Context: an optimization exercise on an open-source flow, tuned for small area. The choices shown serve that exercise and are no tape-out recipe. At most, simulation tests tie the RTL to the original design; equivalence was not proved. Function not checked in runs 2 and 3: the RTL went through the layout flow alone. No activity file was given, so power comes from the tool's default toggle rates.

$ cat flow/flow/run.sh
#!/bin/bash
# The standard layout (standard.sh, unchanged synthesis), with two changes:
# the port buffers use the smallest buffer cell (buf_1), and the clock tree
# is built from clkbuf_4 with small sink clusters and without dummy loads.
# make's output goes to standard.log.
set -euo pipefail
cd "$(dirname "$0")/.."
bash standard.sh \
  "BUFFER_PORTS_ARGS=-buffer_cell sky130_fd_sc_hd__buf_1" \
  "CTS_ARGS=-sink_clustering_enable -repair_clock_nets -dont_use_dummy_load -buf_list sky130_fd_sc_hd__clkbuf_4 -sink_clustering_size 9 -sink_clustering_max_diameter 45" \
  finish > standard.log 2>&1
$ cat flow/standard.sh
#!/bin/bash
# synth_recipe.tcl (not shown) runs the flow's synth.tcl, then flattens the netlist and writes it again
# the make line also repeats each setting of config.mk as NAME=value (left out here)
make -C /OpenROAD-flow-scripts/flow DESIGN_CONFIG=/design/flow/config.mk WORK_HOME=/design/flow/orfs CLKGATE_MAP_FILE= SYNTH_SCRIPT=/design/flow/synth_recipe.tcl "${@:-finish}"
$ cat flow/config.mk
export PLATFORM = sky130hd
export DESIGN_NAME = ws_systolic_array
export DESIGN_NICKNAME = ws_systolic_array
export VERILOG_FILES = /design/flow/design.v
export SDC_FILE = /design/flow/constraint.sdc
export NUM_CORES = 4
export LEC_CHECK = 0
export CAP_MARGIN = 0
export CORE_MARGIN = 2
export CORE_UTILIZATION = 55
export GPL_TIMING_DRIVEN = 0
export SETUP_SLACK_MARGIN = -0.1
export SLEW_MARGIN = 0
export SYNTH_HIERARCHICAL = 1
export SYNTH_MINIMUM_KEEP_SIZE = 0
$ cat flow/constraint.sdc
create_clock -name core_clock -period 7.5 [get_ports {clk}]
set_input_delay 1.5000 -clock core_clock [delete_from_list [all_inputs] [get_ports {clk}]]
set_output_delay 1.5000 -clock core_clock [all_outputs]
set_load 0.01 [all_outputs]
$ cat flow/design.v
module fa_cell (
    input   a,
    input   b,
    input   c,
    output  s,
    output  co
);
    assign s  = a ^ b ^ c;
    assign co = (a & b) | (a & c) | (b & c);
endmodule
module pp_cell (
    input   a,
    input   b,
    output  y
);
    assign y = ~(a & b);
endmodule
module xnor_cell (
    input   a,
    input   b,
    output  y
);
    assign y = ~(a ^ b);
endmodule
module processing_element # (
    parameter DATA_WIDTH = 8,
    parameter USE_SH     = 1         
)
(
    input       [4*DATA_WIDTH-1 : 0]    i_fmap  ,    
    input       [4*DATA_WIDTH-1 : 0]    i_weight,    
    input                   [3 : 0]     i_en    ,    
    input                   [3 : 0]     i_sh    ,    
    input                               i_clr   ,    
    output      [2*DATA_WIDTH-1 : 0]    o_sum
);
    wire [255:0] pp;
    wire [3:0]   en = USE_SH ? (i_en & i_sh) : i_en;
    wire [31:0]  fg = i_fmap & {{8{en[3]}}, {8{en[2]}}, {8{en[1]}}, {8{en[0]}}};
    genvar gr, gi, gj;
    generate for (gr = 0; gr < 4; gr = gr + 1) begin : g_r
        for (gi = 0; gi < 8; gi = gi + 1) begin : g_i
            for (gj = 0; gj < 8; gj = gj + 1) begin : g_j
                pp_cell u_pp (.a(fg[gr*8 + gi]), .b(i_weight[gr*8 + gj]), .y(pp[gr*64 + gi*8 + gj]));
            end
        end
    end endgenerate
    wire t0;
    wire t1;
    fa_cell u2 (.a(pp[0]), .b(pp[64]), .c(pp[128]), .s(t0), .co(t1));
    wire t3;
    wire t4;
    fa_cell u5 (.a(pp[1]), .b(pp[8]), .c(pp[65]), .s(t3), .co(t4));
    wire t6;
    wire t7;
    fa_cell u8 (.a(pp[72]), .b(pp[129]), .c(pp[136]), .s(t6), .co(t7));
    wire t9;
    wire t10;
    fa_cell u11 (.a(t1), .b(t3), .c(t6), .s(t9), .co(t10));
    wire t12;
    xnor_cell u13 (.a(pp[193]), .b(pp[200]), .y(t12));
    wire t14;
    assign t14 = ~(~pp[193] & ~pp[200]);
    wire t15;
    wire t16;
    fa_cell u17 (.a(pp[2]), .b(pp[9]), .c(pp[16]), .s(t15), .co(t16));
    wire t18;
    wire t19;
    fa_cell u20 (.a(pp[66]), .b(pp[73]), .c(pp[80]), .s(t18), .co(t19));
    wire t21;
    wire t22;
    fa_cell u23 (.a(pp[130]), .b(pp[137]), .c(pp[144]), .s(t21), .co(t22));
    wire t24;
    wire t25;
    fa_cell u26 (.a(t4), .b(t7), .c(t15), .s(t24), .co(t25));
    wire t27;
    wire t28;
    fa_cell u29 (.a(t18), .b(t21), .c(pp[194]), .s(t27), .co(t28));
    wire t30;
    wire t31;
    fa_cell u32 (.a(pp[201]), .b(pp[208]), .c(t10), .s(t30), .co(t31));
    wire t33;
    wire t34;
    fa_cell u35 (.a(t14), .b(t24), .c(t27), .s(t33), .co(t34));
    wire t36;
    wire t37;
    fa_cell u38 (.a(pp[3]), .b(pp[10]), .c(pp[17]), .s(t36), .co(t37));
    wire t39;
    wire t40;
    fa_cell u41 (.a(pp[24]), .b(pp[67]), .c(pp[74]), .s(t39), .co(t40));
    wire t42;
    wire t43;
    fa_cell u44 (.a(pp[81]), .b(pp[88]), .c(pp[131]), .s(t42), .co(t43));
    wire t45;
    wire t46;
    fa_cell u47 (.a(pp[138]), .b(pp[145]), .c(pp[152]), .s(t45), .co(t46));
    wire t48;
    wire t49;
    fa_cell u50 (.a(t16), .b(t19), .c(t22), .s(t48), .co(t49));
    wire t51;
    wire t52;
    fa_cell u53 (.a(t36), .b(t39), .c(t42), .s(t51), .co(t52));
    wire t54;
    wire t55;
    fa_cell u56 (.a(t45), .b(pp[195]), .c(pp[202]), .s(t54), .co(t55));
    wire t57;
    wire t58;
    fa_cell u59 (.a(pp[209]), .b(pp[216]), .c(t25), .s(t57), .co(t58));
    wire t60;
    wire t61;
    fa_cell u62 (.a(t48), .b(t28), .c(t51), .s(t60), .co(t61));
    wire t63;
    wire t64;
    fa_cell u65 (.a(t54), .b(t31), .c(t57), .s(t63), .co(t64));
    wire t66;
    xnor_cell u67 (.a(t34), .b(t60), .y(t66));
    wire t68;
    assign t68 = ~(~t34 & ~t60);
    wire t69;
    wire t70;
    fa_cell u71 (.a(pp[4]), .b(pp[11]), .c(pp[18]), .s(t69), .co(t70));
    wire t72;
    wire t73;
    fa_cell u74 (.a(pp[25]), .b(pp[32]), .c(pp[68]), .s(t72), .co(t73));
    wire t75;
    wire t76;
    fa_cell u77 (.a(pp[75]), .b(pp[82]), .c(pp[89]), .s(t75), .co(t76));
    wire t78;
    wire t79;
    fa_cell u80 (.a(pp[96]), .b(pp[132]), .c(pp[139]), .s(t78), .co(t79));
    wire t81;
    wire t82;
    fa_cell u83 (.a(pp[146]), .b(pp[153]), .c(pp[160]), .s(t81), .co(t82));
    wire t84;
    wire t85;
    fa_cell u86 (.a(t37), .b(t40), .c(t43), .s(t84), .co(t85));
    wire t87;
    wire t88;
    fa_cell u89 (.a(t46), .b(t69), .c(t72), .s(t87), .co(t88));
    wire t90;
    wire t91;
    fa_cell u92 (.a(t75), .b(t78), .c(t81), .s(t90), .co(t91));
    wire t93;
    wire t94;
    fa_cell u95 (.a(pp[196]), .b(pp[203]), .c(pp[210]), .s(t93), .co(t94));
    wire t96;
    wire t97;
    fa_cell u98 (.a(pp[217]), .b(pp[224]), .c(t49), .s(t96), .co(t97));
    wire t99;
    wire t100;
    fa_cell u101 (.a(t52), .b(t84), .c(t87), .s(t99), .co(t100));
    wire t102;
    wire t103;
    fa_cell u104 (.a(t90), .b(t55), .c(t93), .s(t102), .co(t103));
    wire t105;
    wire t106;
    fa_cell u107 (.a(t96), .b(t58), .c(t61), .s(t105), .co(t106));
    wire t108;
    wire t109;
    fa_cell u110 (.a(t99), .b(t102), .c(t64), .s(t108), .co(t109));
    wire t111;
    xnor_cell u112 (.a(t68), .b(t105), .y(t111));
    wire t113;
    assign t113 = ~(~t68 & ~t105);
    wire t114;
    wire t115;
    fa_cell u116 (.a(pp[5]), .b(pp[12]), .c(pp[19]), .s(t114), .co(t115));
    wire t117;
    wire t118;
    fa_cell u119 (.a(pp[26]), .b(pp[33]), .c(pp[40]), .s(t117), .co(t118));
    wire t120;
    wire t121;
    fa_cell u122 (.a(pp[69]), .b(pp[76]), .c(pp[83]), .s(t120), .co(t121));
    wire t123;
    wire t124;
    fa_cell u125 (.a(pp[90]), .b(pp[97]), .c(pp[104]), .s(t123), .co(t124));
    wire t126;
    wire t127;
    fa_cell u128 (.a(pp[133]), .b(pp[140]), .c(pp[147]), .s(t126), .co(t127));
    wire t129;
    wire t130;
    fa_cell u131 (.a(pp[154]), .b(pp[161]), .c(pp[168]), .s(t129), .co(t130));
    wire t132;
    wire t133;
    fa_cell u134 (.a(t70), .b(t73), .c(t76), .s(t132), .co(t133));
    wire t135;
    wire t136;
    fa_cell u137 (.a(t79), .b(t82), .c(t114), .s(t135), .co(t136));
    wire t138;
    wire t139;
    fa_cell u140 (.a(t117), .b(t120), .c(t123), .s(t138), .co(t139));
    wire t141;
    wire t142;
    fa_cell u143 (.a(t126), .b(t129), .c(pp[197]), .s(t141), .co(t142));
    wire t144;
    wire t145;
    fa_cell u146 (.a(pp[204]), .b(pp[211]), .c(pp[218]), .s(t144), .co(t145));
    wire t147;
    wire t148;
    fa_cell u149 (.a(pp[225]), .b(pp[232]), .c(t85), .s(t147), .co(t148));
    wire t150;
    wire t151;
    fa_cell u152 (.a(t88), .b(t91), .c(t132), .s(t150), .co(t151));
    wire t153;
    wire t154;
    fa_cell u155 (.a(t135), .b(t138), .c(t94), .s(t153), .co(t154));
    wire t156;
    wire t157;
    fa_cell u158 (.a(t141), .b(t144), .c(t97), .s(t156), .co(t157));
    wire t159;
    wire t160;
    fa_cell u161 (.a(t147), .b(t100), .c(t150), .s(t159), .co(t160));
    wire t162;
    wire t163;
    fa_cell u164 (.a(t153), .b(t103), .c(t156), .s(t162), .co(t163));
    wire t165;
    wire t166;
    fa_cell u167 (.a(t106), .b(t159), .c(t162), .s(t165), .co(t166));
    wire t168;
    xnor_cell u169 (.a(t109), .b(t113), .y(t168));
    wire t170;
    assign t170 = ~(~t109 & ~t113);
    wire t171;
    wire t172;
    fa_cell u173 (.a(pp[6]), .b(pp[13]), .c(pp[20]), .s(t171), .co(t172));
    wire t174;
    wire t175;
    fa_cell u176 (.a(pp[27]), .b(pp[34]), .c(pp[41]), .s(t174), .co(t175));
    wire t177;
    wire t178;
    fa_cell u179 (.a(pp[48]), .b(pp[70]), .c(pp[77]), .s(t177), .co(t178));
    wire t180;
    wire t181;
    fa_cell u182 (.a(pp[84]), .b(pp[91]), .c(pp[98]), .s(t180), .co(t181));
    wire t183;
    wire t184;
    fa_cell u185 (.a(pp[105]), .b(pp[112]), .c(pp[134]), .s(t183), .co(t184));
    wire t186;
    wire t187;
    fa_cell u188 (.a(pp[141]), .b(pp[148]), .c(pp[155]), .s(t186), .co(t187));
    wire t189;
    wire t190;
    fa_cell u191 (.a(pp[162]), .b(pp[169]), .c(pp[176]), .s(t189), .co(t190));
    wire t192;
    wire t193;
    fa_cell u194 (.a(t115), .b(t118), .c(t121), .s(t192), .co(t193));
    wire t195;
    wire t196;
    fa_cell u197 (.a(t124), .b(t127), .c(t130), .s(t195), .co(t196));
    wire t198;
    wire t199;
    fa_cell u200 (.a(t171), .b(t174), .c(t177), .s(t198), .co(t199));
    wire t201;
    wire t202;
    fa_cell u203 (.a(t180), .b(t183), .c(t186), .s(t201), .co(t202));
    wire t204;
    wire t205;
    fa_cell u206 (.a(t189), .b(pp[198]), .c(pp[205]), .s(t204), .co(t205));
    wire t207;
    wire t208;
    fa_cell u209 (.a(pp[212]), .b(pp[219]), .c(pp[226]), .s(t207), .co(t208));
    wire t210;
    wire t211;
    fa_cell u212 (.a(pp[233]), .b(pp[240]), .c(t133), .s(t210), .co(t211));
    wire t213;
    wire t214;
    fa_cell u215 (.a(t136), .b(t139), .c(t192), .s(t213), .co(t214));
    wire t216;
    wire t217;
    fa_cell u218 (.a(t195), .b(t142), .c(t198), .s(t216), .co(t217));
    wire t219;
    wire t220;
    fa_cell u221 (.a(t201), .b(t145), .c(t204), .s(t219), .co(t220));
    wire t222;
    wire t223;
    fa_cell u224 (.a(t207), .b(t148), .c(t210), .s(t222), .co(t223));
    wire t225;
    wire t226;
    fa_cell u227 (.a(t151), .b(t213), .c(t154), .s(t225), .co(t226));
    wire t228;
    wire t229;
    fa_cell u230 (.a(t216), .b(t219), .c(t157), .s(t228), .co(t229));
    wire t231;
    wire t232;
    fa_cell u233 (.a(t222), .b(t160), .c(t225), .s(t231), .co(t232));
    wire t234;
    wire t235;
    fa_cell u236 (.a(t163), .b(t228), .c(t231), .s(t234), .co(t235));
    wire t237;
    xnor_cell u238 (.a(t170), .b(t166), .y(t237));
    wire t239;
    assign t239 = ~(~t170 & ~t166);
    wire t240;
    wire t241;
    fa_cell u242 (.a(pp[7]), .b(pp[14]), .c(pp[21]), .s(t240), .co(t241));
    wire t243;
    wire t244;
    fa_cell u245 (.a(pp[28]), .b(pp[35]), .c(pp[42]), .s(t243), .co(t244));
    wire t246;
    wire t247;
    fa_cell u248 (.a(pp[49]), .b(pp[56]), .c(pp[71]), .s(t246), .co(t247));
    wire t249;
    wire t250;
    fa_cell u251 (.a(pp[78]), .b(pp[85]), .c(pp[92]), .s(t249), .co(t250));
    wire t252;
    wire t253;
    fa_cell u254 (.a(pp[99]), .b(pp[106]), .c(pp[113]), .s(t252), .co(t253));
    wire t255;
    wire t256;
    fa_cell u257 (.a(pp[120]), .b(pp[135]), .c(pp[142]), .s(t255), .co(t256));
    wire t258;
    wire t259;
    fa_cell u260 (.a(pp[149]), .b(pp[156]), .c(pp[163]), .s(t258), .co(t259));
    wire t261;
    wire t262;
    fa_cell u263 (.a(pp[170]), .b(pp[177]), .c(pp[184]), .s(t261), .co(t262));
    wire t264;
    wire t265;
    fa_cell u266 (.a(t172), .b(t175), .c(t178), .s(t264), .co(t265));
    wire t267;
    wire t268;
    fa_cell u269 (.a(t181), .b(t184), .c(t187), .s(t267), .co(t268));
    wire t270;
    wire t271;
    fa_cell u272 (.a(t190), .b(t240), .c(t243), .s(t270), .co(t271));
    wire t273;
    wire t274;
    fa_cell u275 (.a(t246), .b(t249), .c(t252), .s(t273), .co(t274));
    wire t276;
    wire t277;
    fa_cell u278 (.a(t255), .b(t258), .c(t261), .s(t276), .co(t277));
    wire t279;
    wire t280;
    fa_cell u281 (.a(pp[199]), .b(pp[206]), .c(pp[213]), .s(t279), .co(t280));
    wire t282;
    wire t283;
    fa_cell u284 (.a(pp[220]), .b(pp[227]), .c(pp[234]), .s(t282), .co(t283));
    wire t285;
    wire t286;
    fa_cell u287 (.a(pp[241]), .b(pp[248]), .c(t193), .s(t285), .co(t286));
    wire t288;
    wire t289;
    fa_cell u290 (.a(t196), .b(t199), .c(t202), .s(t288), .co(t289));
    wire t291;
    wire t292;
    fa_cell u293 (.a(t264), .b(t267), .c(t270), .s(t291), .co(t292));
    wire t294;
    wire t295;
    fa_cell u296 (.a(t273), .b(t276), .c(t205), .s(t294), .co(t295));
    wire t297;
    wire t298;
    fa_cell u299 (.a(t208), .b(t279), .c(t282), .s(t297), .co(t298));
    wire t300;
    wire t301;
    fa_cell u302 (.a(t211), .b(t285), .c(t214), .s(t300), .co(t301));
    wire t303;
    wire t304;
    fa_cell u305 (.a(t288), .b(t217), .c(t291), .s(t303), .co(t304));
    wire t306;
    wire t307;
    fa_cell u308 (.a(t220), .b(t294), .c(t297), .s(t306), .co(t307));
    wire t309;
    wire t310;
    fa_cell u311 (.a(t223), .b(t300), .c(t226), .s(t309), .co(t310));
    wire t312;
    wire t313;
    fa_cell u314 (.a(t303), .b(t229), .c(t306), .s(t312), .co(t313));
    wire t315;
    wire t316;
    fa_cell u317 (.a(t309), .b(t232), .c(t312), .s(t315), .co(t316));
    wire t318;
    xnor_cell u319 (.a(t235), .b(t239), .y(t318));
    wire t320;
    assign t320 = ~(~t235 & ~t239);
    wire t321;
    wire t322;
    fa_cell u323 (.a(pp[15]), .b(pp[22]), .c(pp[29]), .s(t321), .co(t322));
    wire t324;
    wire t325;
    fa_cell u326 (.a(pp[36]), .b(pp[43]), .c(pp[50]), .s(t324), .co(t325));
    wire t327;
    wire t328;
    fa_cell u329 (.a(pp[57]), .b(pp[79]), .c(pp[86]), .s(t327), .co(t328));
    wire t330;
    wire t331;
    fa_cell u332 (.a(pp[93]), .b(pp[100]), .c(pp[107]), .s(t330), .co(t331));
    wire t333;
    wire t334;
    fa_cell u335 (.a(pp[114]), .b(pp[121]), .c(pp[143]), .s(t333), .co(t334));
    wire t336;
    wire t337;
    fa_cell u338 (.a(pp[150]), .b(pp[157]), .c(pp[164]), .s(t336), .co(t337));
    wire t339;
    wire t340;
    fa_cell u341 (.a(pp[171]), .b(pp[178]), .c(pp[185]), .s(t339), .co(t340));
    wire t342;
    wire t343;
    fa_cell u344 (.a(t241), .b(t244), .c(t247), .s(t342), .co(t343));
    wire t345;
    wire t346;
    fa_cell u347 (.a(t250), .b(t253), .c(t256), .s(t345), .co(t346));
    wire t348;
    wire t349;
    fa_cell u350 (.a(t259), .b(t262), .c(t321), .s(t348), .co(t349));
    wire t351;
    wire t352;
    fa_cell u353 (.a(t324), .b(t327), .c(t330), .s(t351), .co(t352));
    wire t354;
    wire t355;
    fa_cell u356 (.a(t333), .b(t336), .c(t339), .s(t354), .co(t355));
    wire t357;
    wire t358;
    fa_cell u359 (.a(pp[207]), .b(pp[214]), .c(pp[221]), .s(t357), .co(t358));
    wire t360;
    wire t361;
    fa_cell u362 (.a(pp[228]), .b(pp[235]), .c(pp[242]), .s(t360), .co(t361));
    wire t363;
    wire t364;
    fa_cell u365 (.a(pp[249]), .b(t265), .c(t268), .s(t363), .co(t364));
    wire t366;
    wire t367;
    fa_cell u368 (.a(t271), .b(t274), .c(t277), .s(t366), .co(t367));
    wire t369;
    wire t370;
    fa_cell u371 (.a(t342), .b(t345), .c(t348), .s(t369), .co(t370));
    wire t372;
    wire t373;
    fa_cell u374 (.a(t351), .b(t354), .c(t280), .s(t372), .co(t373));
    wire t375;
    wire t376;
    fa_cell u377 (.a(t283), .b(t357), .c(t360), .s(t375), .co(t376));
    wire t378;
    wire t379;
    fa_cell u380 (.a(t286), .b(t363), .c(t289), .s(t378), .co(t379));
    wire t381;
    wire t382;
    fa_cell u383 (.a(t292), .b(t366), .c(t295), .s(t381), .co(t382));
    wire t384;
    wire t385;
    fa_cell u386 (.a(t369), .b(t372), .c(t298), .s(t384), .co(t385));
    wire t387;
    wire t388;
    fa_cell u389 (.a(t375), .b(t301), .c(t378), .s(t387), .co(t388));
    wire t390;
    wire t391;
    fa_cell u392 (.a(t304), .b(t381), .c(t307), .s(t390), .co(t391));
    wire t393;
    wire t394;
    fa_cell u395 (.a(t384), .b(t310), .c(t387), .s(t393), .co(t394));
    wire t396;
    wire t397;
    fa_cell u398 (.a(t313), .b(t390), .c(t393), .s(t396), .co(t397));
    wire t399;
    wire t400;
    fa_cell u401 (.a(t316), .b(t320), .c(t396), .s(t399), .co(t400));
    wire t402;
    wire t403;
    fa_cell u404 (.a(pp[23]), .b(pp[30]), .c(pp[37]), .s(t402), .co(t403));
    wire t405;
    wire t406;
    fa_cell u407 (.a(pp[44]), .b(pp[51]), .c(pp[58]), .s(t405), .co(t406));
    wire t408;
    wire t409;
    fa_cell u410 (.a(pp[87]), .b(pp[94]), .c(pp[101]), .s(t408), .co(t409));
    wire t411;
    wire t412;
    fa_cell u413 (.a(pp[108]), .b(pp[115]), .c(pp[122]), .s(t411), .co(t412));
    wire t414;
    wire t415;
    fa_cell u416 (.a(pp[151]), .b(pp[158]), .c(pp[165]), .s(t414), .co(t415));
    wire t417;
    wire t418;
    fa_cell u419 (.a(pp[172]), .b(pp[179]), .c(pp[186]), .s(t417), .co(t418));
    wire t420;
    wire t421;
    fa_cell u422 (.a(t322), .b(t325), .c(t328), .s(t420), .co(t421));
    wire t423;
    wire t424;
    fa_cell u425 (.a(t331), .b(t334), .c(t337), .s(t423), .co(t424));
    wire t426;
    wire t427;
    fa_cell u428 (.a(t340), .b(t402), .c(t405), .s(t426), .co(t427));
    wire t429;
    wire t430;
    fa_cell u431 (.a(t408), .b(t411), .c(t414), .s(t429), .co(t430));
    wire t432;
    wire t433;
    fa_cell u434 (.a(t417), .b(pp[215]), .c(pp[222]), .s(t432), .co(t433));
    wire t435;
    wire t436;
    fa_cell u437 (.a(pp[229]), .b(pp[236]), .c(pp[243]), .s(t435), .co(t436));
    wire t438;
    wire t439;
    fa_cell u440 (.a(pp[250]), .b(t343), .c(t346), .s(t438), .co(t439));
    wire t441;
    wire t442;
    fa_cell u443 (.a(t349), .b(t352), .c(t355), .s(t441), .co(t442));
    wire t444;
    wire t445;
    fa_cell u446 (.a(t420), .b(t423), .c(t426), .s(t444), .co(t445));
    wire t447;
    wire t448;
    fa_cell u449 (.a(t429), .b(t358), .c(t361), .s(t447), .co(t448));
    wire t450;
    wire t451;
    fa_cell u452 (.a(t432), .b(t435), .c(t364), .s(t450), .co(t451));
    wire t453;
    wire t454;
    fa_cell u455 (.a(t438), .b(t367), .c(t370), .s(t453), .co(t454));
    wire t456;
    wire t457;
    fa_cell u458 (.a(t441), .b(t373), .c(t444), .s(t456), .co(t457));
    wire t459;
    wire t460;
    fa_cell u461 (.a(t447), .b(t376), .c(t450), .s(t459), .co(t460));
    wire t462;
    wire t463;
    fa_cell u464 (.a(t379), .b(t453), .c(t382), .s(t462), .co(t463));
    wire t465;
    wire t466;
    fa_cell u467 (.a(t456), .b(t385), .c(t459), .s(t465), .co(t466));
    wire t468;
    wire t469;
    fa_cell u470 (.a(t388), .b(t462), .c(t391), .s(t468), .co(t469));
    wire t471;
    wire t472;
    fa_cell u473 (.a(t465), .b(t394), .c(t468), .s(t471), .co(t472));
    wire t474;
    wire t475;
    fa_cell u476 (.a(t397), .b(t471), .c(t400), .s(t474), .co(t475));
    wire t477;
    wire t478;
    fa_cell u479 (.a(pp[31]), .b(pp[38]), .c(pp[45]), .s(t477), .co(t478));
    wire t480;
    wire t481;
    fa_cell u482 (.a(pp[52]), .b(pp[59]), .c(pp[95]), .s(t480), .co(t481));
    wire t483;
    wire t484;
    fa_cell u485 (.a(pp[102]), .b(pp[109]), .c(pp[116]), .s(t483), .co(t484));
    wire t486;
    wire t487;
    fa_cell u488 (.a(pp[123]), .b(pp[159]), .c(pp[166]), .s(t486), .co(t487));
    wire t489;
    wire t490;
    fa_cell u491 (.a(pp[173]), .b(pp[180]), .c(pp[187]), .s(t489), .co(t490));
    wire t492;
    wire t493;
    fa_cell u494 (.a(t403), .b(t406), .c(t409), .s(t492), .co(t493));
    wire t495;
    wire t496;
    fa_cell u497 (.a(t412), .b(t415), .c(t418), .s(t495), .co(t496));
    wire t498;
    wire t499;
    fa_cell u500 (.a(t477), .b(t480), .c(t483), .s(t498), .co(t499));
    wire t501;
    wire t502;
    fa_cell u503 (.a(t486), .b(t489), .c(pp[223]), .s(t501), .co(t502));
    wire t504;
    wire t505;
    fa_cell u506 (.a(pp[230]), .b(pp[237]), .c(pp[244]), .s(t504), .co(t505));
    wire t507;
    wire t508;
    fa_cell u509 (.a(pp[251]), .b(t421), .c(t424), .s(t507), .co(t508));
    wire t510;
    wire t511;
    fa_cell u512 (.a(t427), .b(t430), .c(t492), .s(t510), .co(t511));
    wire t513;
    wire t514;
    fa_cell u515 (.a(t495), .b(t498), .c(t433), .s(t513), .co(t514));
    wire t516;
    wire t517;
    fa_cell u518 (.a(t436), .b(t501), .c(t504), .s(t516), .co(t517));
    wire t519;
    wire t520;
    fa_cell u521 (.a(t439), .b(t507), .c(t442), .s(t519), .co(t520));
    wire t522;
    wire t523;
    fa_cell u524 (.a(t445), .b(t510), .c(t448), .s(t522), .co(t523));
    wire t525;
    wire t526;
    fa_cell u527 (.a(t513), .b(t516), .c(t451), .s(t525), .co(t526));
    wire t528;
    wire t529;
    fa_cell u530 (.a(t454), .b(t519), .c(t457), .s(t528), .co(t529));
    wire t531;
    wire t532;
    fa_cell u533 (.a(t522), .b(t460), .c(t525), .s(t531), .co(t532));
    wire t534;
    wire t535;
    fa_cell u536 (.a(t463), .b(t528), .c(t466), .s(t534), .co(t535));
    wire t537;
    wire t538;
    fa_cell u539 (.a(t531), .b(t469), .c(t534), .s(t537), .co(t538));
    wire t540;
    wire t541;
    fa_cell u542 (.a(t472), .b(t537), .c(t475), .s(t540), .co(t541));
    wire t543;
    wire t544;
    fa_cell u545 (.a(pp[39]), .b(pp[46]), .c(pp[53]), .s(t543), .co(t544));
    wire t546;
    wire t547;
    fa_cell u548 (.a(pp[60]), .b(pp[103]), .c(pp[110]), .s(t546), .co(t547));
    wire t549;
    wire t550;
    fa_cell u551 (.a(pp[117]), .b(pp[124]), .c(pp[167]), .s(t549), .co(t550));
    wire t552;
    wire t553;
    fa_cell u554 (.a(pp[174]), .b(pp[181]), .c(pp[188]), .s(t552), .co(t553));
    wire t555;
    wire t556;
    fa_cell u557 (.a(t478), .b(t481), .c(t484), .s(t555), .co(t556));
    wire t558;
    wire t559;
    fa_cell u560 (.a(t487), .b(t490), .c(t543), .s(t558), .co(t559));
    wire t561;
    wire t562;
    fa_cell u563 (.a(t546), .b(t549), .c(t552), .s(t561), .co(t562));
    wire t564;
    wire t565;
    fa_cell u566 (.a(pp[231]), .b(pp[238]), .c(pp[245]), .s(t564), .co(t565));
    wire t567;
    wire t568;
    fa_cell u569 (.a(pp[252]), .b(t493), .c(t496), .s(t567), .co(t568));
    wire t570;
    wire t571;
    fa_cell u572 (.a(t499), .b(t555), .c(t558), .s(t570), .co(t571));
    wire t573;
    wire t574;
    fa_cell u575 (.a(t502), .b(t561), .c(t505), .s(t573), .co(t574));
    wire t576;
    wire t577;
    fa_cell u578 (.a(t564), .b(t508), .c(t567), .s(t576), .co(t577));
    wire t579;
    wire t580;
    fa_cell u581 (.a(t511), .b(t514), .c(t570), .s(t579), .co(t580));
    wire t582;
    wire t583;
    fa_cell u584 (.a(t517), .b(t573), .c(t520), .s(t582), .co(t583));
    wire t585;
    wire t586;
    fa_cell u587 (.a(t576), .b(t523), .c(t579), .s(t585), .co(t586));
    wire t588;
    wire t589;
    fa_cell u590 (.a(t526), .b(t582), .c(t529), .s(t588), .co(t589));
    wire t591;
    wire t592;
    fa_cell u593 (.a(t585), .b(t532), .c(t588), .s(t591), .co(t592));
    wire t594;
    wire t595;
    fa_cell u596 (.a(t535), .b(t591), .c(t538), .s(t594), .co(t595));
    wire t597;
    wire t598;
    fa_cell u599 (.a(pp[47]), .b(pp[54]), .c(pp[61]), .s(t597), .co(t598));
    wire t600;
    wire t601;
    fa_cell u602 (.a(pp[111]), .b(pp[118]), .c(pp[125]), .s(t600), .co(t601));
    wire t603;
    wire t604;
    fa_cell u605 (.a(pp[175]), .b(pp[182]), .c(pp[189]), .s(t603), .co(t604));
    wire t606;
    wire t607;
    fa_cell u608 (.a(t544), .b(t547), .c(t550), .s(t606), .co(t607));
    wire t609;
    wire t610;
    fa_cell u611 (.a(t553), .b(t597), .c(t600), .s(t609), .co(t610));
    wire t612;
    wire t613;
    fa_cell u614 (.a(t603), .b(pp[239]), .c(pp[246]), .s(t612), .co(t613));
    wire t615;
    wire t616;
    fa_cell u617 (.a(pp[253]), .b(t556), .c(t559), .s(t615), .co(t616));
    wire t618;
    wire t619;
    fa_cell u620 (.a(t562), .b(t606), .c(t609), .s(t618), .co(t619));
    wire t621;
    wire t622;
    fa_cell u623 (.a(t565), .b(t612), .c(t568), .s(t621), .co(t622));
    wire t624;
    wire t625;
    fa_cell u626 (.a(t571), .b(t615), .c(t574), .s(t624), .co(t625));
    wire t627;
    wire t628;
    fa_cell u629 (.a(t618), .b(t621), .c(t577), .s(t627), .co(t628));
    wire t630;
    wire t631;
    fa_cell u632 (.a(t580), .b(t624), .c(t583), .s(t630), .co(t631));
    wire t633;
    wire t634;
    fa_cell u635 (.a(t627), .b(t586), .c(t630), .s(t633), .co(t634));
    wire t636;
    wire t637;
    fa_cell u638 (.a(t589), .b(t633), .c(t592), .s(t636), .co(t637));
    wire t639;
    wire t640;
    fa_cell u641 (.a(pp[55]), .b(pp[62]), .c(pp[119]), .s(t639), .co(t640));
    wire t642;
    wire t643;
    fa_cell u644 (.a(pp[126]), .b(pp[183]), .c(pp[190]), .s(t642), .co(t643));
    wire t645;
    wire t646;
    fa_cell u647 (.a(t598), .b(t601), .c(t604), .s(t645), .co(t646));
    wire t648;
    wire t649;
    fa_cell u650 (.a(t639), .b(t642), .c(pp[247]), .s(t648), .co(t649));
    wire t651;
    wire t652;
    fa_cell u653 (.a(pp[254]), .b(t607), .c(t610), .s(t651), .co(t652));
    wire t654;
    wire t655;
    fa_cell u656 (.a(t645), .b(t613), .c(t648), .s(t654), .co(t655));
    wire t657;
    wire t658;
    fa_cell u659 (.a(t616), .b(t651), .c(t619), .s(t657), .co(t658));
    wire t660;
    wire t661;
    fa_cell u662 (.a(t654), .b(t622), .c(t625), .s(t660), .co(t661));
    wire t663;
    wire t664;
    fa_cell u665 (.a(t657), .b(t628), .c(t660), .s(t663), .co(t664));
    wire t666;
    wire t667;
    fa_cell u668 (.a(t631), .b(t663), .c(t634), .s(t666), .co(t667));
    wire t669;
    wire t670;
    fa_cell u671 (.a(pp[63]), .b(pp[127]), .c(pp[191]), .s(t669), .co(t670));
    wire t672;
    wire t673;
    fa_cell u674 (.a(t640), .b(t643), .c(t669), .s(t672), .co(t673));
    wire t675;
    wire t676;
    fa_cell u677 (.a(pp[255]), .b(t646), .c(t672), .s(t675), .co(t676));
    wire t678;
    wire t679;
    fa_cell u680 (.a(t649), .b(t652), .c(t675), .s(t678), .co(t679));
    wire t681;
    wire t682;
    fa_cell u683 (.a(t655), .b(t658), .c(t678), .s(t681), .co(t682));
    wire t684;
    wire t685;
    fa_cell u686 (.a(t661), .b(t681), .c(t664), .s(t684), .co(t685));
    wire t687;
    xnor_cell u688 (.a(t0), .b(pp[192]), .y(t687));
    wire t689;
    assign t689 = ~(~t0 & ~pp[192]);
    wire t690;
    wire t691;
    fa_cell u692 (.a(t12), .b(t689), .c(t9), .s(t690), .co(t691));
    wire t693;
    wire t694;
    fa_cell u695 (.a(t30), .b(t691), .c(t33), .s(t693), .co(t694));
    wire t696;
    wire t697;
    fa_cell u698 (.a(t63), .b(t66), .c(t694), .s(t696), .co(t697));
    wire t699;
    wire t700;
    fa_cell u701 (.a(t111), .b(t108), .c(t697), .s(t699), .co(t700));
    wire t702;
    wire t703;
    fa_cell u704 (.a(t168), .b(t165), .c(t700), .s(t702), .co(t703));
    wire t705;
    wire t706;
    fa_cell u707 (.a(t237), .b(t234), .c(t703), .s(t705), .co(t706));
    wire t708;
    wire t709;
    fa_cell u710 (.a(t315), .b(t318), .c(t706), .s(t708), .co(t709));
    wire t711;
    xnor_cell u712 (.a(t399), .b(t709), .y(t711));
    wire t713;
    assign t713 = ~(~t399 & ~t709);
    wire t714;
    xnor_cell u715 (.a(t474), .b(t713), .y(t714));
    wire t716;
    assign t716 = ~(~t474 & ~t713);
    wire t717;
    xnor_cell u718 (.a(t540), .b(t716), .y(t717));
    wire t719;
    assign t719 = ~(~t540 & ~t716);
    wire t720;
    wire t721;
    fa_cell u722 (.a(t594), .b(t541), .c(t719), .s(t720), .co(t721));
    wire t723;
    xnor_cell u724 (.a(t636), .b(t595), .y(t723));
    wire t725;
    assign t725 = ~(~t636 & ~t595);
    wire t726;
    wire t727;
    fa_cell u728 (.a(t666), .b(t637), .c(t725), .s(t726), .co(t727));
    wire t729;
    wire t730;
    fa_cell u731 (.a(t684), .b(t667), .c(t727), .s(t729), .co(t730));
    wire t732;
    assign t732 = t670 ^ t673;
    wire t733;
    assign t733 = t732 ^ t676;
    wire t734;
    assign t734 = t733 ^ t679;
    wire t735;
    assign t735 = t734 ^ t682;
    wire t736;
    assign t736 = t735 ^ t685;
    wire t737;
    assign t737 = t736 ^ t730;
    wire t738;
    xnor_cell u739 (.a(t636), .b(t595), .y(t738));
    wire t740;
    assign t740 = ~(~t636 | ~t595);
    wire t741;
    wire t742;
    fa_cell u743 (.a(t666), .b(t637), .c(t740), .s(t741), .co(t742));
    wire t744;
    wire t745;
    fa_cell u746 (.a(t684), .b(t667), .c(t742), .s(t744), .co(t745));
    wire t747;
    assign t747 = t670 ^ t673;
    wire t748;
    assign t748 = t747 ^ t676;
    wire t749;
    assign t749 = t748 ^ t679;
    wire t750;
    assign t750 = t749 ^ t682;
    wire t751;
    assign t751 = t750 ^ t685;
    wire t752;
    assign t752 = t751 ^ t745;
    wire t753;
    assign t753 = ~t721 ? t738 : ~t723;
    wire t754;
    assign t754 = ~t721 ? ~t741 : ~t726;
    wire t755;
    assign t755 = ~t721 ? ~t744 : ~t729;
    wire t756;
    assign t756 = ~t721 ? ~t752 : ~t737;
    assign o_sum[0] = ~i_clr & ~t687;
    assign o_sum[1] = ~i_clr & ~t690;
    assign o_sum[2] = ~i_clr & ~t693;
    assign o_sum[3] = ~i_clr & ~t696;
    assign o_sum[4] = ~i_clr & ~t699;
    assign o_sum[5] = ~i_clr & ~t702;
    assign o_sum[6] = ~i_clr & ~t705;
    assign o_sum[7] = ~i_clr & ~t708;
    assign o_sum[8] = ~i_clr & ~t711;
    assign o_sum[9] = ~i_clr & ~t714;
    assign o_sum[10] = ~i_clr & ~t717;
    assign o_sum[11] = ~i_clr & ~t720;
    assign o_sum[12] = ~i_clr & t753;
    assign o_sum[13] = ~i_clr & t754;
    assign o_sum[14] = ~i_clr & t755;
    assign o_sum[15] = ~i_clr & t756;
endmodule
module ws_systolic_array # (
    parameter DATA_WIDTH = 8
)
(
    input                           clk         ,
    input                           rstn        ,
    input                           i_start     ,
    input       [DATA_WIDTH-1 : 0]  i_w_col_1   ,    
    input       [DATA_WIDTH-1 : 0]  i_w_col_2   ,    
    input       [DATA_WIDTH-1 : 0]  i_w_col_3   ,    
    input       [DATA_WIDTH-1 : 0]  i_w_col_4   ,    
    input       [DATA_WIDTH-1 : 0]  i_f_row_1   ,    
    input       [DATA_WIDTH-1 : 0]  i_f_row_2   ,    
    input       [DATA_WIDTH-1 : 0]  i_f_row_3   ,    
    input       [DATA_WIDTH-1 : 0]  i_f_row_4   ,    
    output    [2*DATA_WIDTH-1 : 0]  o_p_col_1   ,    
    output    [2*DATA_WIDTH-1 : 0]  o_p_col_2   ,    
    output    [2*DATA_WIDTH-1 : 0]  o_p_col_3   ,    
    output    [2*DATA_WIDTH-1 : 0]  o_p_col_4        
);
    localparam DW = DATA_WIDTH;
    reg                 r_load;
    reg     [1 : 0]     r_cnt;
    always @ (posedge clk) begin
        if (!rstn) begin
            r_load <= 1'b0;
            r_cnt  <= 2'd0;
        end else if (r_load) begin
            r_cnt  <= r_cnt + 1'b1;
            if (r_cnt == 2'd3) r_load <= 1'b0;
        end else if (i_start) begin
            r_load <= 1'b1;
        end
    end
    wire z = r_load | ~rstn;     
    reg     [5 : 0]     r_shf;
    wire    [5 : 0]     shf_nx = !rstn ? 6'd0 : (r_load ? r_shf : {r_shf[4:0], 1'b1});
    always @ (posedge clk)
        r_shf <= shf_nx;
    reg     [DW-1 : 0]  r_w [1:4][1:4];      
    wire    [DW-1 : 0]  w_in [1:4];
    assign w_in[1] = i_w_col_1;
    assign w_in[2] = i_w_col_2;
    assign w_in[3] = i_w_col_3;
    assign w_in[4] = i_w_col_4;
    integer r, c;
    always @ (posedge clk) begin
        if (r_load) begin
            for (c = 1; c <= 4; c = c + 1) begin
                r_w[1][c] <= w_in[c];
                for (r = 2; r <= 4; r = r + 1)
                    r_w[r][c] <= r_w[r-1][c];
            end
        end
    end
    reg     [DW-1 : 0]  r_f1 [1:6];
    reg     [DW-1 : 0]  r_f2 [1:5];
    reg     [DW-1 : 0]  r_f3 [1:4];
    reg     [DW-1 : 0]  r_f4 [1:3];
    always @ (posedge clk) begin
        if (!r_load) begin
            r_f1[1] <= i_f_row_1;  r_f1[2] <= r_f1[1];  r_f1[3] <= r_f1[2];
            r_f2[1] <= i_f_row_2;  r_f2[2] <= r_f2[1];  r_f2[3] <= r_f2[2];
            r_f3[1] <= i_f_row_3;  r_f3[2] <= r_f3[1];  r_f3[3] <= r_f3[2];
            r_f4[1] <= i_f_row_4;  r_f4[2] <= r_f4[1];  r_f4[3] <= r_f4[2];
        end
        r_f1[4] <= r_f1[3];  r_f1[5] <= r_f1[4];  r_f1[6] <= r_f1[5];
        r_f2[4] <= r_f2[3];  r_f2[5] <= r_f2[4];
        r_f3[4] <= r_f3[3];
    end
    reg     [3 : 0]     r_live;                  
    wire    [3 : 0]     live_nx;
    assign live_nx[3] = rstn & (r_live[3] | r_load);     
    assign live_nx[2] = ~z & r_live[3];                  
    assign live_nx[1] = ~z & r_live[2];                  
    assign live_nx[0] = ~z & r_live[1];                  
    always @ (posedge clk)
        r_live <= live_nx;
    wire    [DW-1 : 0]  tap [1:4][1:4];          
    wire  [2*DW-1 : 0]  sum [1:4];
    assign tap[4][1] = i_f_row_4;
    assign tap[4][2] = r_f4[1];
    assign tap[4][3] = r_f4[2];
    assign tap[4][4] = r_f4[3];
    assign tap[3][1] = r_f3[1];
    assign tap[3][2] = r_f3[2];
    assign tap[3][3] = r_f3[3];
    assign tap[3][4] = r_f3[4];
    assign tap[2][1] = r_f2[2];
    assign tap[2][2] = r_f2[3];
    assign tap[2][3] = r_f2[4];
    assign tap[2][4] = r_f2[5];
    assign tap[1][1] = r_f1[3];
    assign tap[1][2] = r_f1[4];
    assign tap[1][3] = r_f1[5];
    assign tap[1][4] = r_f1[6];
    wire    [3 : 0]     sh [1:4];                
    assign sh[1] = 4'b1111;                  
    assign sh[2] = {r_shf[0], r_shf[1], r_shf[2], r_shf[3]};
    assign sh[3] = {r_shf[1], r_shf[2], r_shf[3], r_shf[4]};
    assign sh[4] = {r_shf[2], r_shf[3], r_shf[4], r_shf[5]};
    genvar gc;
    generate for (gc = 1; gc <= 4; gc = gc + 1) begin : g_col
        processing_element # (.DATA_WIDTH(DW), .USE_SH(gc > 1)) u_mac (
            .i_fmap   ({tap[4][gc], tap[3][gc], tap[2][gc], tap[1][gc]}),
            .i_weight ({r_w[4][gc], r_w[3][gc], r_w[2][gc], r_w[1][gc]}),
            .i_en     (r_live),
            .i_sh     (sh[gc]),
            .i_clr    (z),
            .o_sum    (sum[gc])
        );
    end endgenerate
    reg   [2*DW-1 : 0]  r_p [1:4];
    always @ (posedge clk) begin
        for (c = 1; c <= 4; c = c + 1)
            r_p[c] <= sum[c];
    end
    assign o_p_col_1 = r_p[1];
    assign o_p_col_2 = r_p[2];
    assign o_p_col_3 = r_p[3];
    assign o_p_col_4 = r_p[4];
endmodule
==> impl_metrics.json, run 1 <==
{
  "cts_buffer_depth": 3,
  "place_area_um2": 35910,
  "cts_tree": "yes",
  "powerDensity_nw_per_um2": 108.9,
  "rows": 91,
  "skew_ps": 71.63,
  "clock_latency_ps": 900,
  "crit_start": "r_shf[3]$_SDFFE_PN0N_",
  "post_cts_resize_count": 9,
  "dr.first_iter.drc_count": 1537,
  "finalNetCount": 3881,
  "syn_nets": 3685,
  "hold_violations": 0,
  "syn2layout_area_growth_pct": 6.404,
  "htree_num_levels": 2,
  "crit_path_frequent_cell": "fa_1",
  "crit_type": "reg -> reg",
  "core-area_um2": 61710,
  "grt_max_degree": 62,
  "critPathMaxFanout": 26,
  "cts_setup_buffers": 0,
  "die_area_um2": 64360,
  "min_period_over_period_pct": 98.05,
  "synth_area_um2": 34290,
  "timing.slew.headroom_pct": 51.45,
  "antenna_left": 0,
  "final_common_cell": "nand2_1",
  "port_buffers": 130,
  "power.leakage_nw": 6.779,
  "wl_per_cell_um": 23.67,
  "required_ps": 8270,
  "cts.clk_slew.worst_paths_ps": 100,
  "drive_above_1_share_pct": 5.712,
  "fillCellCount": 5161,
  "ff2ff_setup_slack_ps": 150,
  "stdcell_area_um2": 36490,
  "viasPerCell": 5.784,
  "die_y_um": 253.7,
  "start_util_pct": 55.56,
  "dp.cells": 3647,
  "antenna_found_initial": 4,
  "drc": 0,
  "die_x_um": 253.7,
  "drt_pre_antenna_iters": 7,
  "r2r-start": "r_shf[3]$_SDFFE_PN0N_",
  "rsz0062_at_grt": "yes",
  "syn_inst": 2677,
  "final_cell_mix": "1024 x nand2_1, 939 x fa_1, 224 x edfxtp_1",
  "fin_crit_ps": 7354,
  "post-dp-hpwl_mm": 71.68,
  "min_from": "r_f1[5][7]$_DFF_P_",
  "cts.sinks": 349,
  "root_buffer": "clkbuf_4",
  "grt_pass1_vias": 24460,
  "crit_arrival_ps": 8120,
  "endpoint_kind": "register",
  "cap_violations": 0,
  "cp-start-kind": "register",
  "crit_chain": "and3_1 -> nand2_1 -> fa_1 -> fa_1 -> fa_1 -> fa_1 -> fa_1 -> fa_1 -> fa_1 -> fa_1 -> fa_1 -> fa_1 -> or2_2 -> fa_1 -> mux2i_1 -> xnor2_1 -> xnor2_1 -> nor2_1",
  "finalSetupViolCount": 0,
  "fin_cells": 3713,
  "worstReg2RegEnd": "r_p[2][15]$_DFF_P_",
  "cts_hold_buffers": 0,
  "grt-ovfl-total": 0,
  "grt_pass1_wl_mm": 139.7,
  "holdWs_ps": 341.5,
  "fin_tns_setup_ps": 0,
  "yosys_warnings": 19,
  "status": "finished clean",
  "reg2regPathDepth": 18,
  "power_w": 0.003972,
  "maxSlewViolCount": 0,
  "num_vias": 21480,
  "grtUsageTotal_pct": 29.15,
  "max_freq_ghz": 0.1360,
  "ir_worst_vdd_mv": 0.1297,
  "tightest_slew_ps": 727.4,
  "cts_buffers": 61,
  "holdCritPathClass": "reg -> reg",
  "io_pins": 131,
  "critical-path-max-stage-delay_ps": 600,
  "synth.avg_cell_area_um2": 12.81,
  "drt_wl_total_mm": 87.90,
  "critical_path.slowest_cell": "dfxtp_2",
  "place_congestion": 0.9347,
  "endpoint": "r_p[2][15]$_DFF_P_"
}
==> layout make-up <==
cell class / instances / area [um2] / area share [%]
flip-flops and latches: 349 / 9253 / 25.36
multi-input cells: 2316 / 25090 / 68.77
plain buffers: 10 / 45.04 / 0.1235
inverters: 2 / 10.01 / 0.02743
repair buffers: 133 / 570.5 / 1.564
clock buffers: 61 / 457.9 / 1.255
well taps: 837 / 1047 / 2.870
diodes: 5 / 12.51 / 0.03429
==> metrics by stage <==
stage / worst slack (ps) / util (%)
floorplan: 511.5 / -
global placement: -371.9 / 58.05
detailed placement: -436.3 / 58.20
CTS: -83.08 / 58.96
global route: -112.7 / 59.11
finish: 146.0 / 59.12
==> per-layer routing <==
layer	vias up	wire, um	GRT usage [%]
met5	-	0	0
met4	0	3401	9.882
li1	8825	-	-
met1	11510	35090	40.09
met3	192	6389	4.783
met2	951	43020	47.95
==> sequential cells by signal, summed over array words and instances (netlist names) <==
name and count:
r_w 128, r_p 64, r_f1 48, r_f2 40, r_f3 32, r_f4 24, r_shf 6, r_live 4
r_cnt 2, r_load 1
==> power by group <==
group	switching (W)	internal (W)
combinational	0.000281	0.000205
sequential	0.000206	0.00223
clock	0.000687	0.000366
total	0.00117	0.00280
==> worst min-delay path by stage <==
stage	end	slack, ps	cells after the start
after floorplan	r_f1[5][0]$_DFF_P_	320	0
after global placement	r_f2[5][0]$_DFF_P_	340	0
after detailed placement	r_f1[6][1]$_DFF_P_	340	0
after CTS	r_f2[4][4]$_DFF_P_	320	0
after global routing	r_f2[4][4]$_DFF_P_	350	0
final	r_f1[6][7]$_DFF_P_	340	0
==> worst max-delay path: cells and delay by family (launching register included) <==
kind	cells	cell delay (ps)
xor+xnor	2	290
fa+ha+maj	11	5160
flops	1	600
mux	1	220
simple gates	4	960
==> run 2: changes to the inputs <==
--- a/flow/design.v
+++ b/flow/design.v
@@ -24,18 +24,15 @@
 endmodule
 module processing_element # (
-    parameter DATA_WIDTH = 8,
-    parameter USE_SH     = 1         
+    parameter DATA_WIDTH = 8
 )
 (
-    input       [4*DATA_WIDTH-1 : 0]    i_fmap  ,    
+    input       [4*DATA_WIDTH-1 : 0]    i_fmap_n,    
     input       [4*DATA_WIDTH-1 : 0]    i_weight,    
-    input                   [3 : 0]     i_en    ,    
-    input                   [3 : 0]     i_sh    ,    
+    input                   [3 : 0]     i_en_n  ,    
     input                               i_clr   ,    
     output      [2*DATA_WIDTH-1 : 0]    o_sum
 );
     wire [255:0] pp;
-    wire [3:0]   en = USE_SH ? (i_en & i_sh) : i_en;
-    wire [31:0]  fg = i_fmap & {{8{en[3]}}, {8{en[2]}}, {8{en[1]}}, {8{en[0]}}};
+    wire [31:0]  fg = ~(i_fmap_n | {{8{i_en_n[3]}}, {8{i_en_n[2]}}, {8{i_en_n[1]}}, {8{i_en_n[0]}}});
     genvar gr, gi, gj;
     generate for (gr = 0; gr < 4; gr = gr + 1) begin : g_r
@@ -883,8 +880,15 @@
     end
     wire z = r_load | ~rstn;     
+    reg     [2 : 0]     r_clr;
     reg     [5 : 0]     r_shf;
+    reg                 r_wok;
+    wire    [2 : 0]     clr_nx = {r_clr[1:0], 1'b1} & {3{~z}};
     wire    [5 : 0]     shf_nx = !rstn ? 6'd0 : (r_load ? r_shf : {r_shf[4:0], 1'b1});
-    always @ (posedge clk)
+    wire                wok_nx = rstn & (r_wok | r_load);
+    always @ (posedge clk) begin
+        r_clr <= clr_nx;
         r_shf <= shf_nx;
+        r_wok <= wok_nx;
+    end
     reg     [DW-1 : 0]  r_w [1:4][1:4];      
     wire    [DW-1 : 0]  w_in [1:4];
@@ -909,8 +913,8 @@
     always @ (posedge clk) begin
         if (!r_load) begin
-            r_f1[1] <= i_f_row_1;  r_f1[2] <= r_f1[1];  r_f1[3] <= r_f1[2];
-            r_f2[1] <= i_f_row_2;  r_f2[2] <= r_f2[1];  r_f2[3] <= r_f2[2];
-            r_f3[1] <= i_f_row_3;  r_f3[2] <= r_f3[1];  r_f3[3] <= r_f3[2];
-            r_f4[1] <= i_f_row_4;  r_f4[2] <= r_f4[1];  r_f4[3] <= r_f4[2];
+            r_f1[1] <= ~i_f_row_1;  r_f1[2] <= r_f1[1];  r_f1[3] <= r_f1[2];
+            r_f2[1] <= ~i_f_row_2;  r_f2[2] <= r_f2[1];  r_f2[3] <= r_f2[2];
+            r_f3[1] <= ~i_f_row_3;  r_f3[2] <= r_f3[1];  r_f3[3] <= r_f3[2];
+            r_f4[1] <= ~i_f_row_4;  r_f4[2] <= r_f4[1];  r_f4[3] <= r_f4[2];
         end
         r_f1[4] <= r_f1[3];  r_f1[5] <= r_f1[4];  r_f1[6] <= r_f1[5];
@@ -918,15 +922,12 @@
         r_f3[4] <= r_f3[3];
     end
-    reg     [3 : 0]     r_live;                  
-    wire    [3 : 0]     live_nx;
-    assign live_nx[3] = rstn & (r_live[3] | r_load);     
-    assign live_nx[2] = ~z & r_live[3];                  
-    assign live_nx[1] = ~z & r_live[2];                  
-    assign live_nx[0] = ~z & r_live[1];                  
-    always @ (posedge clk)
-        r_live <= live_nx;
+    wire    [3 : 0]     live_nx;                 
+    assign live_nx[3] = wok_nx;                  
+    assign live_nx[2] = wok_nx & clr_nx[0];      
+    assign live_nx[1] = wok_nx & clr_nx[1];      
+    assign live_nx[0] = wok_nx & clr_nx[2];      
     wire    [DW-1 : 0]  tap [1:4][1:4];          
     wire  [2*DW-1 : 0]  sum [1:4];
-    assign tap[4][1] = i_f_row_4;
+    assign tap[4][1] = ~i_f_row_4;
     assign tap[4][2] = r_f4[1];
     assign tap[4][3] = r_f4[2];
@@ -944,16 +945,17 @@
     assign tap[1][3] = r_f1[5];
     assign tap[1][4] = r_f1[6];
-    wire    [3 : 0]     sh [1:4];                
-    assign sh[1] = 4'b1111;                  
-    assign sh[2] = {r_shf[0], r_shf[1], r_shf[2], r_shf[3]};
-    assign sh[3] = {r_shf[1], r_shf[2], r_shf[3], r_shf[4]};
-    assign sh[4] = {r_shf[2], r_shf[3], r_shf[4], r_shf[5]};
+    reg     [3 : 0]     r_en_n [1:4];            
+    always @ (posedge clk) begin
+        r_en_n[1] <= ~live_nx;
+        r_en_n[2] <= ~(live_nx & {shf_nx[0], shf_nx[1], shf_nx[2], shf_nx[3]});
+        r_en_n[3] <= ~(live_nx & {shf_nx[1], shf_nx[2], shf_nx[3], shf_nx[4]});
+        r_en_n[4] <= ~(live_nx & {shf_nx[2], shf_nx[3], shf_nx[4], shf_nx[5]});
+    end
     genvar gc;
     generate for (gc = 1; gc <= 4; gc = gc + 1) begin : g_col
-        processing_element # (.DATA_WIDTH(DW), .USE_SH(gc > 1)) u_mac (
-            .i_fmap   ({tap[4][gc], tap[3][gc], tap[2][gc], tap[1][gc]}),
+        processing_element # (.DATA_WIDTH(DW)) u_mac (
+            .i_fmap_n ({tap[4][gc], tap[3][gc], tap[2][gc], tap[1][gc]}),
             .i_weight ({r_w[4][gc], r_w[3][gc], r_w[2][gc], r_w[1][gc]}),
-            .i_en     (r_live),
-            .i_sh     (sh[gc]),
+            .i_en_n   (r_en_n[gc]),
             .i_clr    (z),
             .o_sum    (sum[gc])
==> flow/flow/run.sh (replaced) <==
#!/bin/bash
# The standard layout (standard.sh, unchanged synthesis), with two changes:
# the port buffers use the smallest buffer cell, and the clock tree is built
# without dummy loads.  make's output goes to standard.log.
set -euo pipefail
cd "$(dirname "$0")/.."
bash standard.sh \
  "BUFFER_PORTS_ARGS=-buffer_cell sky130_fd_sc_hd__buf_1" \
  "CTS_ARGS=-sink_clustering_enable -repair_clock_nets -dont_use_dummy_load" \
  finish > standard.log 2>&1
--- a/flow/config.mk
+++ b/flow/config.mk
@@ -6,10 +6,9 @@
 export NUM_CORES = 4
 export LEC_CHECK = 0
-export CAP_MARGIN = 0
+export CAP_MARGIN = 20
 export CORE_MARGIN = 2
-export CORE_UTILIZATION = 55
+export CORE_UTILIZATION = 40
 export GPL_TIMING_DRIVEN = 0
-export SETUP_SLACK_MARGIN = -0.1
-export SLEW_MARGIN = 0
+export SLEW_MARGIN = 20
 export SYNTH_HIERARCHICAL = 1
 export SYNTH_MINIMUM_KEEP_SIZE = 0
==> run 2 against run 1 <==
Compared with the run above: still clean; cell area rose by 5.2%; first-iteration DRC count fell by 4.2%; combinational power rose by 28%; sequential share of layout area fell by 0.55 points; non-clock buffer count rose by 26; final cell count rose by 10%; worst setup slack improved by 120 ps; sequential power rose by 5%; wire length rose by 2.2%; clock power rose by 73%; clock skew rose by 18 ps; largest power group unchanged.
==> impl_metrics.json, run 2 <==
{
  "post-dp-hpwl_mm": 73.84,
  "final_common_cell": "nand2_1",
  "fin_crit_ps": 7229,
  "drive_above_1_share_pct": 7.279,
  "synth_area_leaders": "fa_1 54%, edfxtp_1 19%, nand2_1 11%",
  "holdWs_ps": 372.0,
  "drc": 0,
  "viasPerCell": 5.211,
  "rows": 107,
  "skew_ps": 90.08,
  "endpoint_kind": "register",
  "grt_max_degree": 67,
  "reg_top3": "r_w: 128 flops, r_p: 64 flops, r_f1: 48 flops",
  "num_vias": 21290,
  "cts.sinks": 363,
  "antenna_left": 0,
  "die_x_um": 297.8,
  "synth_top_area_share_pct": 54.49,
  "start_util_pct": 40.43,
  "crit_arrival_ps": 7710,
  "reg2regPathDepth": 18,
  "drt_pre_antenna_iters": 6,
  "core-area_um2": 85410,
  "synthSimpleGateAreaFrac_pct": 14.62,
  "fillCellCount": 7917,
  "syn2layout_area_growth_pct": 11.11,
  "holdCritPathClass": "reg -> reg",
  "critPathMaxFanout": 8,
  "wl_per_cell_um": 22.00,
  "finalNetCount": 3950,
  "synth_commonest_cells": "1029 x nand2_1, 940 x fa_1, 224 x edfxtp_1",
  "finalSetupViolCount": 0,
  "synth_area_um2": 34530,
  "largest_reg_flops": 128,
  "final_cell_mix": "1029 x nand2_1, 940 x fa_1, 224 x edfxtp_1",
  "grt_pass1_wl_mm": 142.9,
  "synth_area_leader_cell": "fa_1",
  "status": "finished clean",
  "die_y_um": 297.8,
  "maxSlewViolCount": 0,
  "synth_fa_ha_area_share_pct": 54.53,
  "tightest_slew_ps": 1041,
  "power.leakage_nw": 7.081,
  "syn_inst": 2755,
  "grt-ovfl-total": 0,
  "ir_worst_vdd_mv": 0.1608,
  "min_period_over_period_pct": 96.39,
  "synth_edf_count": 224,
  "utilization_pct": 44.92,
  "io_pins": 131,
  "hold_violations": 0,
  "timing.slew.headroom_pct": 30.38,
  "drt_wl_total_mm": 89.87,
  "die_area_um2": 88700,
  "synthMuxAreaShare_pct": 0.3044,
  "grt_pass1_vias": 24310,
  "grtUsageTotal_pct": 21.07,
  "synth.avg_cell_area_um2": 12.53,
  "required_ps": 7980,
  "htree_num_levels": 2,
  "ys.flop_type": "edfxtp_1",
  "cts_tree": "yes",
  "dr.first_iter.drc_count": 1473,
  "powerDensity_nw_per_um2": 130.3,
  "place_congestion": 0.8988,
  "cap_violations": 0,
  "root_buffer": "clkbuf_16",
  "synth_top_family_by_area": "adder cells",
  "syn_nets": 3763,
  "yosys_warnings": 21,
  "async_flop_share_pct": 0,
  "antenna_found_initial": 1,
  "min_path_cells": 1,
  "cts.clk_slew.worst_paths_ps": 60,
  "cts_buffer_depth": 3,
  "max_freq_ghz": 0.1383,
  "clock_latency_ps": 630,
  "ys_ff_latch": 363,
  "crit_type": "in -> reg",
  "synth.most_common_cell": "nand2_1",
  "cp-start-kind": "primary input",
  "synth-seq-area-share_pct": 27.54,
  "port_buffers": 130,
  "synth-xor-area-share_pct": 1.852,
  "cts_buffers": 44,
  "regMostFlops": "r_w",
  "ys_types": 29,
  "synth_compound_area_share_pct": 0.3986
}
-- run 2: worst max-delay path: stages --
cell     delay [ps]
buf_1            70
inv_1           100
nor2_1          580
nand2_1         190
fa_1            480
fa_1            590
fa_1            590
fa_1            430
fa_1            460
fa_1            380
fa_1            390
fa_1            470
or2_2           320
fa_1            550
mux2i_1         250
xnor2_1         160
xnor2_1         140
nor2_1           50
-- run 2: cell type report --
class / count / area [um2] / area share [%]
Timing Repair Buffer: 153 / 720.7 / 1.878
Inverter: 36 / 140.1 / 0.3652
Clock buffer: 44 / 1101 / 2.870
Sequential cell: 363 / 9520 / 24.81
Multi-Input combinational cell: 2328 / 25370 / 66.12
Buffer: 16 / 82.58 / 0.2152
Antenna cell: 1 / 2.502 / 0.006522
Tap cell: 1144 / 1431 / 3.731
-- run 2: repair_timing --
item / in CTS / in global routing
pin swaps: 0 / 18
hold buffers: 0 / 0
resized for setup: 56 / 121
cloned: 0 / 0
setup endpoints to repair: 6 / 8
setup buffers: 0 / 20
-- run 2: cell families after synthesis --
group	count (synthesis)
AOI/OAI and AO/OA	17
adders and majority gates	941
DFF	363
xor gates and xnor gates	73
buffers and inverters	64
and+or+nand+nor	1287
muxes	10
-- run 2: report_power, final --
part	total, W	leakage [nW]	internal, W	switching [W]
clock	0.00182	0.542	0.00102	0.000804
combinational	0.000625	3.22	0.000257	0.000368
sequential	0.00255	3.32	0.00232	0.000237
-- run 2: final timing paths --
path                     endpoint            startpoint  slack [ps]
max            r_p[1][15]$_DFF_P_          i_f_row_4[3]         270
min          r_en_n[4][0]$_DFF_P_      r_shf[4]$_DFF_P_         370
max reg2reg    r_p[1][15]$_DFF_P_  r_en_n[1][0]$_DFF_P_         280
min reg2reg  r_en_n[4][0]$_DFF_P_      r_shf[4]$_DFF_P_         370
-- run 2: metrics by stage --
stage / area (um2) / std cells / power (W) / setup slack, ps / setup TNS (ps)
floorplan: 34530 / 2755 / 0.002900 / 392.8 / 0
global placement: 36450 / 4029 / 0.003192 / -500.7 / -46210
detailed placement: 36540 / 4032 / 0.003194 / -516.4 / -1067
CTS: 37800 / 4075 / 0.005058 / 1.024 / 0
global route: 38370 / 4084 / 0.005238 / -3.570 / -6.233
finish: 38370 / 4085 / 0.005001 / 270.6 / 0
-- run 2: modules after synthesis (local to each module, per instance), a selection --
module | times used | cells | area (um2)
xnor_cell | 48 | 1 | 8.758
pp_cell | 1024 | 1 | 3.754
ws_systolic_array | 1 | 439 | 9943
fa_cell | 940 | 1 | 20.02
-- run 2: routing by layer --
metal / share of wire [%] / track usage, % / up-vias
li1: - / - / 8907
met1: 42 / 29.15 / 11370
met2: 49 / 34.92 / 868
met3: 6.9 / 2.990 / 137
met4: 2.8 / 5.982 / 0
met5: 0 / 0 / -
==> run 3: changes to the inputs <==
--- a/flow/flow/run.sh
+++ b/flow/flow/run.sh
@@ -7,4 +7,4 @@
 bash standard.sh \
   "BUFFER_PORTS_ARGS=-buffer_cell sky130_fd_sc_hd__buf_1" \
-  "CTS_ARGS=-sink_clustering_enable -repair_clock_nets -dont_use_dummy_load" \
+  "CTS_ARGS=-sink_clustering_enable -repair_clock_nets -dont_use_dummy_load -sink_clustering_size 30 -sink_clustering_max_diameter 100" \
   finish > standard.log 2>&1
==> run 3 against run 2 <==
Compared with the run above: worst hold slack worse by 29 ps; critical path type is now reg -> reg; largest cell class unchanged; clock skew decreased by 16 ps; clock power shrank 33%; sequential share of layout area is 0.31 points higher; die area stayed put.
==> impl_metrics.json, run 3 <==
{
  "synthMuxAreaShare_pct": 0.3044,
  "crit_path_frequent_cell": "fa_1",
  "dr.first_iter.drc_count": 1634,
  "final_common_cell": "nand2_1",
  "min_period_over_period_pct": 96.12,
  "status": "finished clean",
  "antenna_found_initial": 1,
  "cts.sinks": 363,
  "max_freq_ghz": 0.1387,
  "async_flop_share_pct": 0,
  "tightest_slew_ps": 1038,
  "antenna_left": 0,
  "cts_buffer_depth": 3,
  "powerDensity_nw_per_um2": 116.0,
  "die_y_um": 297.8,
  "wl_per_cell_um": 21.94,
  "p_comb_share_pct": 14.2,
  "drt_wl_total_mm": 89.23,
  "cts_buffers": 23,
  "syn_nets": 3763,
  "timing.slew.headroom_pct": 30.52,
  "place_congestion": 0.8988,
  "fillCellCount": 7975,
  "final_cell_mix": "1029 x nand2_1, 939 x fa_1, 224 x edfxtp_1",
  "p_switching_w": 0.001287,
  "crit_start": "r_en_n[3][2]$_DFF_P_",
  "synth_compound_area_share_pct": 0.3986,
  "cts.clk_slew.worst_paths_ps": 110,
  "critical_path.slowest_cell": "fa_1",
  "ir_worst_vdd_mv": 0.1776,
  "endpoint_kind": "register",
  "die_x_um": 297.8,
  "viasPerCell": 5.185,
  "cp-start-kind": "register",
  "p_clk_share_pct": 27.8,
  "syn_inst": 2755,
  "power.leakage_nw": 6.849,
  "synth-seq-area-share_pct": 27.54,
  "drive_above_1_share_pct": 6.876,
  "root_buffer": "clkbuf_16",
  "die_area_um2": 88700,
  "power_w": 0.004397,
  "synth.avg_cell_area_um2": 12.53,
  "htree_num_levels": 1,
  "maxSlewViolCount": 0,
  "grt_pass1_wl_mm": 141.8,
  "grt-ovfl-total": 0,
  "swShare_pct": 29.27,
  "hold_violations": 0,
  "port_buffers": 130,
  "yosys_warnings": 21,
  "ys_ff_latch": 363,
  "drt_pre_antenna_iters": 5,
  "p_int_w": 0.003110,
  "fin_crit_ps": 7209,
  "cts_tree": "yes",
  "synth_area_leaders": "fa_1 54%, edfxtp_1 19%, nand2_1 11%",
  "clock_latency_ps": 620,
  "reg_top3": "r_w: 128 flops, r_p: 64 flops, r_f1: 48 flops",
  "io_pins": 131,
  "critical-path-max-stage-delay_ps": 570,
  "start_util_pct": 40.43,
  "holdCritPathClass": "reg -> reg",
  "seqPwrFrac_pct": 58.0,
  "synth_edf_count": 224,
  "diodes": 0,
  "num_vias": 21090,
  "grt_pass1_vias": 24170,
  "fin_tns_setup_ps": 0,
  "crit_arrival_ps": 7620,
  "ys.flop_type": "edfxtp_1"
}
## run 3: power by group through the flow
stage          combinational [W]  clock (W)  sequential [W]
4_1_cts                 0.000639    0.00128         0.00253
2_1_floorplan           0.000413          0         0.00249
6_report                0.000625    0.00122         0.00255
5_1_grt                 0.000710    0.00133         0.00257
3_5_place_dp            0.000636          0         0.00256
3_3_place_gp            0.000601          0         0.00259
## run 3: worst max-delay path, delay by kind of cell (launching register included)
family        cells  cell delay (ps)
fa+ha+maj        10             4650
simple gates      5             1310
flops             1              520
xor+xnor          2              300
mux               1              220
## run 3: layout make-up
type	instances	area, um2	share of cell area, %
Multi-Input combinational cell	2328	25400	66.99
Sequential cell	363	9523	25.12
Tap cell	1144	1431	3.776
Timing Repair Buffer	157	763.2	2.013
Clock buffer	23	575.6	1.518
Inverter	36	140.1	0.3696
Buffer	16	82.58	0.2178
## run 3: worst paths after layout
kind | end | depth (start not counted)
max | r_p[3][15]$_DFF_P_ | 18
min | r_f1[3][4]$_DFFE_PN_ | 0
max reg2reg | r_p[3][15]$_DFF_P_ | 18
min reg2reg | r_f1[3][4]$_DFFE_PN_ | 0
## run 3: repair_timing
| item | in CTS | in global routing |
|---|---|---|
| endpoints found under the hold margin | 0 | 0 |
| setup endpoints to repair | 7 | 8 |
| setup buffers | 0 | 24 |
| resized for setup | 78 | 107 |
| cloned | 0 | 0 |
| pin swaps | 0 | 20 |
## run 3: kinds of logic after synthesis
family | after synthesis
AND/OR/NAND/NOR | 1287
adder cells (fa/ha/maj) | 941
flip-flops | 363
XOR/XNOR | 73
buffers and inverters | 64
AO/OA/AOI/OAI | 17
multiplexers | 10
## run 3: per-module statistics from Yosys, one instance, submodules excluded, excerpt
module / area, um2 / times used
ws_systolic_array: 9943 / 1
fa_cell: 20.02 / 940
pp_cell: 3.754 / 1024
xnor_cell: 8.758 / 48
## run 3: metal layers
| layer | part of all wire (%) | track usage [%] | up-vias |
|---|---|---|---|
| met4 | 2.7 | 5.324 | 0 |
| met2 | 49 | 34.98 | 772 |
| met3 | 6.0 | 2.458 | 111 |
| li1 | - | - | 8860 |
| met1 | 42 | 28.94 | 11350 |
| met5 | 0 | 0 | - |
## run 3: per-stage QoR
step | instance area (um2) | hold slack, ps | util, % | std cells | setup WS, ps
final | 37910 | 342.7 | 44.39 | 4067 | 291.3
after global routing | 37910 | 355.5 | 44.39 | 4067 | 19.31
after CTS | 37350 | 344.5 | 43.73 | 4052 | 7.904
after detailed placement | 36540 | 350.3 | 42.78 | 4032 | -516.4
after global placement | 36450 | 343.5 | 42.68 | 4029 | -500.7
after floorplan | 34530 | 331.7 | - | 2755 | 392.8

[afterwards: timing with drivers on the ports]
The results above use ideal ports. As a check the final layouts listed here were re-extracted and re-timed, cells and wires unchanged. Step 1: set_driving_cell puts a clkbuf_16 on clk and a buf_2 on each other input, an assumption about the parent block. Step 2 moves the port delays by t, midway between the first and last clock arrival at a register: inputs arrive t later, outputs are due t later. That takes back most of the time a late clock gives input paths. Slacks: no drivers / after step 1 / after step 2; pairs: no drivers / after step 1.
run | t, ns | setup slack, ns | worst setup path at the end | latest minus earliest clock arrival (ns) | worst register clock-pin slew, ns
run 1 | 0.928 | 0.146 / 0.146 / -0.093 | input to register | 0.075 / 0.075 | 0.10 / 0.10
run 2 | 0.647 | 0.271 / 0.282 / -0.341 | input to register | 0.092 / 0.092 | 0.06 / 0.06
run 3 | 0.645 | 0.291 / 0.291 / -0.270 | input to register | 0.077 / 0.077 | 0.11 / 0.11
Met with ideal ports but missed after step 2: setup timing in every run listed. For run 2, which loses most, drivers alone change the setup slack by +0.011 ns; drivers and shift together by -0.612 ns.
